What follows belongs to an exercise in optimizing a design on an open flow for small area and a short achievable clock period; a production flow would make more cautious choices.
In this exercise RTL edits were held to simulation tests only and were not proved equivalent to the original.

==> flow/design.v (outline; a module is shown in full before it is edited, if it fits) <==
// module near_s: 268 lines
// module atan_q: 420 lines
// module ik_core: 1051 lines
// module mrra_ik_solver: 22 lines
module mrra_ik_solver (
    input       wire                        i_clk,
    input       wire                        i_reset,
    input       wire        [7  : 0]        i_coord_x,
    input       wire        [7  : 0]        i_coord_y,
    output      reg         [31 : 0]        o_q_theta_1,
    output      reg         [31 : 0]        o_q_theta_2
);
  // ...
==> flow/flow/run.sh <==
#!/bin/bash
# Layout flow: the standard flow (standard.sh) unchanged, except that synthesis maps the
# combinational logic with an area-oriented ABC script (flow/abc_map.script) instead of ORFS's
# delay-oriented one. Registers are mapped by the same dfflibmap step as in the standard flow.
set -euo pipefail
W=$(pwd)
rm -rf "$W/scripts_area"
mkdir -p "$W/scripts_area"
cp -r "$FLOW_HOME/scripts/." "$W/scripts_area/"
cp "$W/flow/abc_map.script" "$W/scripts_area/abc_speed.script"
cp "$W/flow/abc_map.script" "$W/scripts_area/abc_area.script"
SCRIPTS_DIR="$W/scripts_area" bash standard.sh synth > "$W/synth.log" 2>&1
bash standard.sh > "$W/layout.log" 2>&1
==> flow/flow/abc_map.script <==
&get -n
&st
&deepsyn -T 120
&dch -f
&nf -R 1000
&put
buffer -c
topo
stime -c
upsize -c
dnsize -c
==> flow/standard.sh <==
#!/bin/bash
# synth_recipe.tcl (not shown) runs the flow's synth.tcl, then flattens the netlist and writes it again
# the make line also repeats each setting of config.mk as NAME=value (left out here)
make -C /OpenROAD-flow-scripts/flow DESIGN_CONFIG=/design/flow/config.mk WORK_HOME=/design/flow/orfs CLKGATE_MAP_FILE= SYNTH_SCRIPT=/design/flow/synth_recipe.tcl "${@:-finish}"
==> flow/config.mk <==
export PLATFORM = sky130hd
export DESIGN_NAME = mrra_ik_solver
export DESIGN_NICKNAME = mrra_ik_solver
export VERILOG_FILES = /design/flow/design.v
export SDC_FILE = /design/flow/constraint.sdc
export NUM_CORES = 4
export LEC_CHECK = 0
export CAP_MARGIN = 20
export CORE_MARGIN = 2
export CORE_UTILIZATION = 40
export SLEW_MARGIN = 20
export SYNTH_MEMORY_MAX_BITS = 65536
==> flow/constraint.sdc <==
create_clock -name core_clock -period 180.0 [get_ports {i_clk}]
set_input_delay 36.0000 -clock core_clock [delete_from_list [all_inputs] [get_ports {i_clk}]]
set_output_delay 36.0000 -clock core_clock [all_outputs]
set_load 0.01 [all_outputs]
==> reports/metrics.cfg, run 1 <==
[outcome]
status = finished clean

[finish]
clk_share_pct = 2.06
multi_input_area_um2 = 11000
multi_input_gates = 1427

[global_routing]
grt_pass1_wl_um = 96300
grt_usage_pct = 38.3
use_met3_pct = 11.3
grt_busiest_layer = met2

[cts]
ctsResizeCount = 0
cts_tree = built

[setup_path]
crit_path_start_kind = register
critPathArrivalTime_ps = 38930
r2r_cells = 128
slowest_stage = nor2_1
cp_num_buf_inv = 15
required_ps = 180270
endpoint_kind = register

[drt]
wl_per_cell_um = 29.5
wirelength_um = 65400
ant_nets = 0
drt-met1-wl_um = 25900

[sta]
post-route-period-util_pct = 21.5
fin_setup_tns_ps = 0
min_period_ps = 38660

[synth]
synthTopCellsByArea = fa_1 27%, dfxtp_1 9.7%, nor2_1 5.6%, ha_1 5.1%, nand2_1 5.0%
synth_edf_count = 0
syn_inst = 1747
synth_adder_area_share_pct = 32.5
yosysMostFrequentCell = nor2_1

[floorplanning]
die_area_um2 = 34600

[placed_design]
dp_hpwl_um = 48900

==> inputs of run 2 (changes only) <==
==> flow/flow/abc_map.script (replaced) <==
&get -n
&st
&deepsyn -T 300
&dch -f
&nf -R 1000
&put
buffer -c
topo
stime -c
upsize -c
dnsize -c
==> reports/metrics.cfg, run 2 <==
[finish]
final_cells = 2189
fin_util_pct = 45.1
nets = 1993
final_common_cell = nor2_1
top_regs = o_q_theta_1: 24 flops, o_q_theta_2: 24 flops
area_growth_pct = 11.4
diodes = 0
final_cell_mix = 183 x nor2_1, 178 x fa_1, 177 x nand2_1
drive_gt1_share_pct = 7.27

[synth]
seq_area_frac_synth_pct = 9.75
synth-xor-area-share_pct = 1.81
synth_edf_count = 0  ; unchanged
synth_top_area_share_pct = 27.1
yosysMostFrequentCell = nor2_1
syn_area_um2 = 13100
ys.flop_type = dfxtp_1
synth_compound_gate_area_share_pct = 23.5
synth-simple-area-share_pct = 24.1
synthTopCellsByArea = fa_1 27%, dfxtp_1 9.7%, nor2_1 5.2%, ha_1 5.1%, nand2_1 5.1%
synth_adder_area_share_pct = 32.8  ; +0.36 points
synth_top_family_by_area = adder cells
syn_area_per_cell_um2 = 7.63
synthArstFlopShare_pct = 0
yosysWarnings = 1
yosys-top-cells-count = 183 x nor2_1, 178 x fa_1, 177 x nand2_1, 124 x a21oi_1, 122 x inv_1
synth_top_area_cell = fa_1
muxShareOfSynthArea_pct = 0.0762
syn_inst = 1722  ; -1.4%
synth_cell_types = 89
yosys_register_bits = 64

[cts]
htreeDepth = 3
path_clk_slew_ps = 50
clock-sinks = 64
hold_buffers = 0
clock_latency_ps = 350
cts_buffers = 9
cts_max_path_buffers = 2
cts_tree = built
ctsResizeCount = 0  ; unchanged
cts_setup_buffers = 0
cts_root_buffer = clkbuf_16

[sta]
tightest_slew_ps = 1210
fin_skew_ps = 5.07
hold_viol_final = 0
min_period_ps = 38890  ; +228 ps
setup_ws_ps = 141110
setup_viol = 0
slew_headroom_pct = 18.4
post-route-period-util_pct = 21.6  ; +0.13 points
fin_setup_tns_ps = 0  ; unchanged
drv_slew = 0
rsz0062_at_grt = no
fmax_ghz = 0.0257

[floorplanning]
die_h_um = 185
core_area_um2 = 32500
rows = 66
die_w_um = 185
die_area_um2 = 34300  ; -0.83%
ios = 82
initial_core_util_pct = 40.5

[setup_path]
r2r_slack_ps = 141110
critPathArrivalTime_ps = 39130  ; +200 ps
endpoint_kind = register
slowest_stage = o21ai_2
r2r_cells = 128  ; unchanged
crit_path_start_kind = register
required_ps = 180240  ; -30 ps
crit_path_frequent_cell = fa_1
cp_max_fo = 26
path_class = reg2reg
critPathMaxStageDelay_ps = 770

[global_routing]
grt_max_degree = 65
antenna_found_initial = 2
grt_pass1_vias = 14064
overflow = 0
grt_pass1_wl_um = 90800  ; -5.7%
grt_usage_pct = 35.9  ; -2.3 points

[drt]
drt_iter0_markers = 2471
drt-pass1-iter-count = 8
ant_nets = 0  ; unchanged
vias = 14375
wirelength_um = 60800  ; -7.0%
wl_per_cell_um = 27.8  ; -5.8%
via_per_inst = 6.57
drc = 0

[placed_design]
dp.cells = 2174
port_buffers = 73
gp_congestion = 1.04
dp_hpwl_um = 46000  ; -5.9%
dpl_worst_slack_ps = 141810

[run]
drv_cap = 0

[worst_hold_path]
hold_depth = 4
hp-class = reg2reg

[outcome]
status = finished clean

## run 2: cell count changes after synthesis, sizes merged, moves of 5 or more
| cell | before | now |
|---|---|---|
| o22ai | 51 | 44 |
| o2111ai | 3 | 10 |
| inv | 133 | 124 |
| nor2 | 203 | 192 |
| xor2 | 9 | 14 |
| o211ai | 6 | 11 |
| o21a | 3 | 9 |
| buf | 44 | 39 |
| o21ai | 129 | 119 |
| a31oi | 38 | 27 |
| nand2b | 14 | 19 |
| a2111oi | 8 | 3 |
| nor2b | 55 | 67 |
| xnor2 | 17 | 11 |
## run 2: metal layers
metal,up-vias,part of all wire [%],track usage [%]
li1,6094,-,-
met1,6910,40,48.8
met2,1118,42,52.8
met3,249,13,11.4
met4,4,4.7,14.5
met5,-,0.035,0
## run 2: final cells by class
class                   count  area, um2
fillers                  3413      17800
multi-input cells        1414      10900
flip-flops and latches     64       1280
repair buffers            129       1150
well taps                 442        553
inverters                 125        469
clock buffers              10        239
clock inverters             5       56.3
## run 2: worst paths after layout
kind / startpoint / to
max: r_coord_y[0] / o_q_theta_1[23]
max reg2reg: r_coord_y[0] / o_q_theta_1[23]
min: r_coord_y[7] / o_q_theta_2[0]
min reg2reg: r_coord_y[7] / o_q_theta_2[0]
## run 2: kinds of logic after synthesis
group,count (synthesis)
AO/OA/AOI/OAI,477
XOR/XNOR,25
adder cells (fa/ha/maj),239
buffers and inverters,251
flip-flops,64
multiplexers,1
other,1
AND/OR/NAND/NOR,664
## run 2: worst max-delay path: cells and delay by family, from the launching register on
| family | cells | cell delay (ps) |
|---|---|---|
| adder cells (fa/ha/maj) | 61 | 21760 |
| flip-flops | 1 | 430 |
| AND/OR/NAND/NOR | 33 | 8880 |
| AO/OA/AOI/OAI | 18 | 4730 |
| XOR/XNOR | 2 | 620 |
| buffers and inverters | 14 | 2270 |
## run 2: through the flow
stage               instance area, um2  hold WS [ps]
floorplan                        13200           961
global placement                 14300          1240
detailed placement               14300          1250
CTS                              14600          1260
global route                     14600          1380
finish                           14600          1210
==> inputs of run 3 (changes only) <==
--- a/flow/flow/run.sh
+++ b/flow/flow/run.sh
@@ -3,4 +3,7 @@
 # combinational logic with an area-oriented ABC script (flow/abc_map.script) instead of ORFS's
 # delay-oriented one. Registers are mapped by the same dfflibmap step as in the standard flow.
+# Every input and output port is still buffered (buffer_ports), with the small buf_1 cell
+# instead of the delay cell the resizer picks by default. Timing repair is asked for 142.5 ns of
+# setup slack (the constraints are unchanged), so that it works on the paths that set the period.
 set -euo pipefail
 W=$(pwd)
@@ -11,3 +14,3 @@
 cp "$W/flow/abc_map.script" "$W/scripts_area/abc_area.script"
 SCRIPTS_DIR="$W/scripts_area" bash standard.sh synth > "$W/synth.log" 2>&1
-bash standard.sh > "$W/layout.log" 2>&1
+SETUP_SLACK_MARGIN=142.5 BUFFER_PORTS_ARGS="-inputs -outputs -buffer_cell sky130_fd_sc_hd__buf_1" bash standard.sh > "$W/layout.log" 2>&1
==> flow/flow/abc_map.script (replaced) <==
&get -n
&st
&deepsyn -T 120
&dch -f
&nf -R 1000
&put
buffer -c
topo
stime -c
upsize -c
dnsize -c
==> reports/metrics.cfg, run 3 <==
[outcome]
status = finished clean

[finish]
diodes = 0  ; unchanged
drive_gt1_share_pct = 8.22  ; +0.95 points
final_cell_mix = 182 x nor2_1, 178 x fa_1, 164 x nand2_1
top_regs = o_q_theta_1: 24 flops, o_q_theta_2: 24 flops
final_cells = 2193  ; +0.18%
nets = 1996  ; +0.15%
fillerInstances = 3346  ; -2.0%
area_growth_pct = 9.00
final_common_cell = nor2_1

[synth]
synth_cell_types = 88  ; -1.1%
synthTopCellsByArea = fa_1 27%, dfxtp_1 9.7%, nor2_1 5.3%, ha_1 5.1%, nand2_1 4.8%
syn_area_per_cell_um2 = 7.73  ; +1.3%
synthArstFlopShare_pct = 0  ; unchanged
yosys_register_bits = 64  ; unchanged
synth_top_area_cell = fa_1
synth_edf_count = 0  ; unchanged
yosys-top-cells-count = 186 x nor2_1, 178 x fa_1, 168 x nand2_1, 120 x inv_1, 109 x a21oi_1
syn_inst = 1714  ; -0.46%
seq_area_frac_synth_pct = 9.67  ; -0.080 points
yosysMostFrequentCell = nor2_1
synth_top_area_share_pct = 26.9  ; -0.22 points
ys.flop_type = dfxtp_1
syn_area_um2 = 13300  ; +0.83%
yosysWarnings = 1  ; unchanged

[sta]
tightest_slew_ps = 1130  ; -80.5 ps
drv_slew = 0  ; unchanged
slew_headroom_pct = 24.2  ; +5.8 points
fin_skew_ps = 9.60  ; +4.54 ps
fmax_ghz = 0.0271  ; +5.3%
fin_setup_tns_ps = 0  ; unchanged
hold_viol_final = 0  ; unchanged
post-route-period-util_pct = 20.5  ; -1.1 points
min_period_ps = 36940  ; -1940 ps
rsz0062_at_grt = no
setup_viol = 0  ; unchanged

[cts]
path_clk_slew_ps = 50  ; about the same
htreeDepth = 3  ; unchanged
cts_tree = built
clock_latency_ps = 330  ; -20 ps
cts_buffers = 9  ; unchanged
cts_max_path_buffers = 2  ; unchanged
clock-sinks = 64  ; unchanged
hold_buffers = 0  ; unchanged
cts_root_buffer = clkbuf_16

[setup_path]
critPathTopFamily = flip-flops
cp_num_buf_inv = 1  ; -13
path_cells = buf_1
critPathMaxStageDelay_ps = 440  ; -330 ps
slowest_stage = dfxtp_1
endpoint_kind = output pin
crit_path_start_kind = register
cp_max_fo = 9  ; -65%
required_ps = 144000  ; -36240 ps
critPathArrivalTime_ps = 940  ; -38190 ps
path_class = reg2out

[floorplanning]
die_h_um = 186  ; +0.40%
die_area_um2 = 34600  ; +0.81%
die_w_um = 186  ; +0.40%
initial_core_util_pct = 40.6  ; +0.13 points
rows = 66  ; unchanged
core_area_um2 = 32600  ; +0.51%
ios = 82  ; unchanged

[drt]
drc = 0  ; unchanged
drt_iter0_markers = 1795  ; -27%
wirelength_um = 61800  ; +1.6%
ant_nets = 0  ; unchanged
wl_per_cell_um = 28.2  ; +1.4%
drt-pass1-iter-count = 9  ; +1
via_per_inst = 6.71  ; +2.2%
vias = 14724  ; +2.4%

[global_routing]
grt_usage_pct = 36.5  ; +0.56 points
overflow = 0  ; unchanged
grt_pass1_vias = 14621  ; +4.0%
antenna_found_initial = 0  ; -2
grt_pass1_wl_um = 93200  ; +2.6%
grt_max_degree = 65  ; unchanged

[worst_hold_path]
hp-class = reg2reg

[run]
drv_cap = 0  ; unchanged

[placed_design]
dp_hpwl_um = 46100  ; +0.15%
dp.cells = 2175  ; +0.046%
gp_congestion = 1.05  ; +0.37%
port_buffers = 73  ; unchanged

run 3: final cells by class:
cell class	count	area (um2)	share of cell area (%)
Clock inverter	3	40.0	0.277
Sequential cell	64	1280	8.88
Multi-Input combinational cell	1412	11100	76.8
Inverter	123	462	3.20
Timing Repair Buffer	136	752	5.21
Clock buffer	13	260	1.80
Tap cell	442	553	3.83
run 3: worst paths after layout:
kind	start	to	cells past startpoint	slack (ps)
max	o_q_theta_1[23]	o_q_theta_1[28]	1	143060
min	r_coord_y[7]	o_q_theta_2[0]	4	1190
max reg2reg	r_coord_y[0]	o_q_theta_1[23]	123	144010
min reg2reg	r_coord_y[7]	o_q_theta_2[0]	4	1190
run 3: timing repair:
item / CTS / global route
pin swaps: 0 / 2
endpoints found under the setup margin: 2 / 7
gates resized for setup: 1 / 13
setup buffers: 0 / 2
run 3: kinds of logic after synthesis:
family,after synthesis,share of synthesized area [%]
AND/OR/NAND/NOR,654,23.7
flip-flops,64,9.67
buffers and inverters,245,7.69
XOR/XNOR,27,1.78
AO/OA/AOI/OAI,484,24.6
adder cells (fa/ha/maj),235,32.2
multiplexers,4,0.321
other,1,0.0283
run 3: layer usage:
| metal | share of wire, % | track usage [%] | wire length [um] |
|---|---|---|---|
| met1 | 37 | 45.7 | 22800 |
| met2 | 44 | 57.9 | 27300 |
| met3 | 11 | 6.34 | 6840 |
| met4 | 7.8 | 23.9 | 4840 |
| met5 | 0 | 0 | 0 |
run 3: through the flow:
stage	hold slack (ps)	cell area, um2	util [%]	worst slack, ps
after floorplan	943	13300	-	143280
after global placement	1180	14100	43.1	142190
after detailed placement	1180	14100	43.1	142320
after CTS	1200	14400	44.1	142530
after global routing	1330	14400	44.3	142440
final	1190	14400	44.3	143060

## static timing again, ports no longer ideal
The flow's constraints put no driver on any port. The routed layouts listed below were extracted and timed again, unchanged, in two steps.
Step 1, drivers: a clkbuf_16 drives i_clk and a buf_2 each remaining input, both assumed.
Step 2, shift: input delay + t, output delay - t, t = (earliest + latest rising clock arrival at the registers) / 2. This alone moves slack from input paths to output paths.
a / b / c = ideal ports / drivers / drivers and shift; a / b = the first two.
| run | t (ns) | setup WS [ns] | latest minus earliest clock arrival (ns) | worst slew at a driven data input, ns | cell pins on the clock port's net |
|---|---|---|---|---|---|
| run 1 | 0.384 | 141.342 / 141.342 / 141.342 | 0.007 / 0.007 | 0.06 | 1 |
| run 2 | 0.392 | 141.114 / 141.114 / 141.114 | 0.005 / 0.006 | 0.10 | 1 |
| run 3 | 0.367 | 143.058 / 143.014 / 143.019 | 0.010 / 0.010 | 0.05 | 1 |
After both steps every run listed still meets setup and hold. For run 3, which loses most, drivers alone change the setup slack by -0.044 ns; drivers and shift together by -0.039 ns.
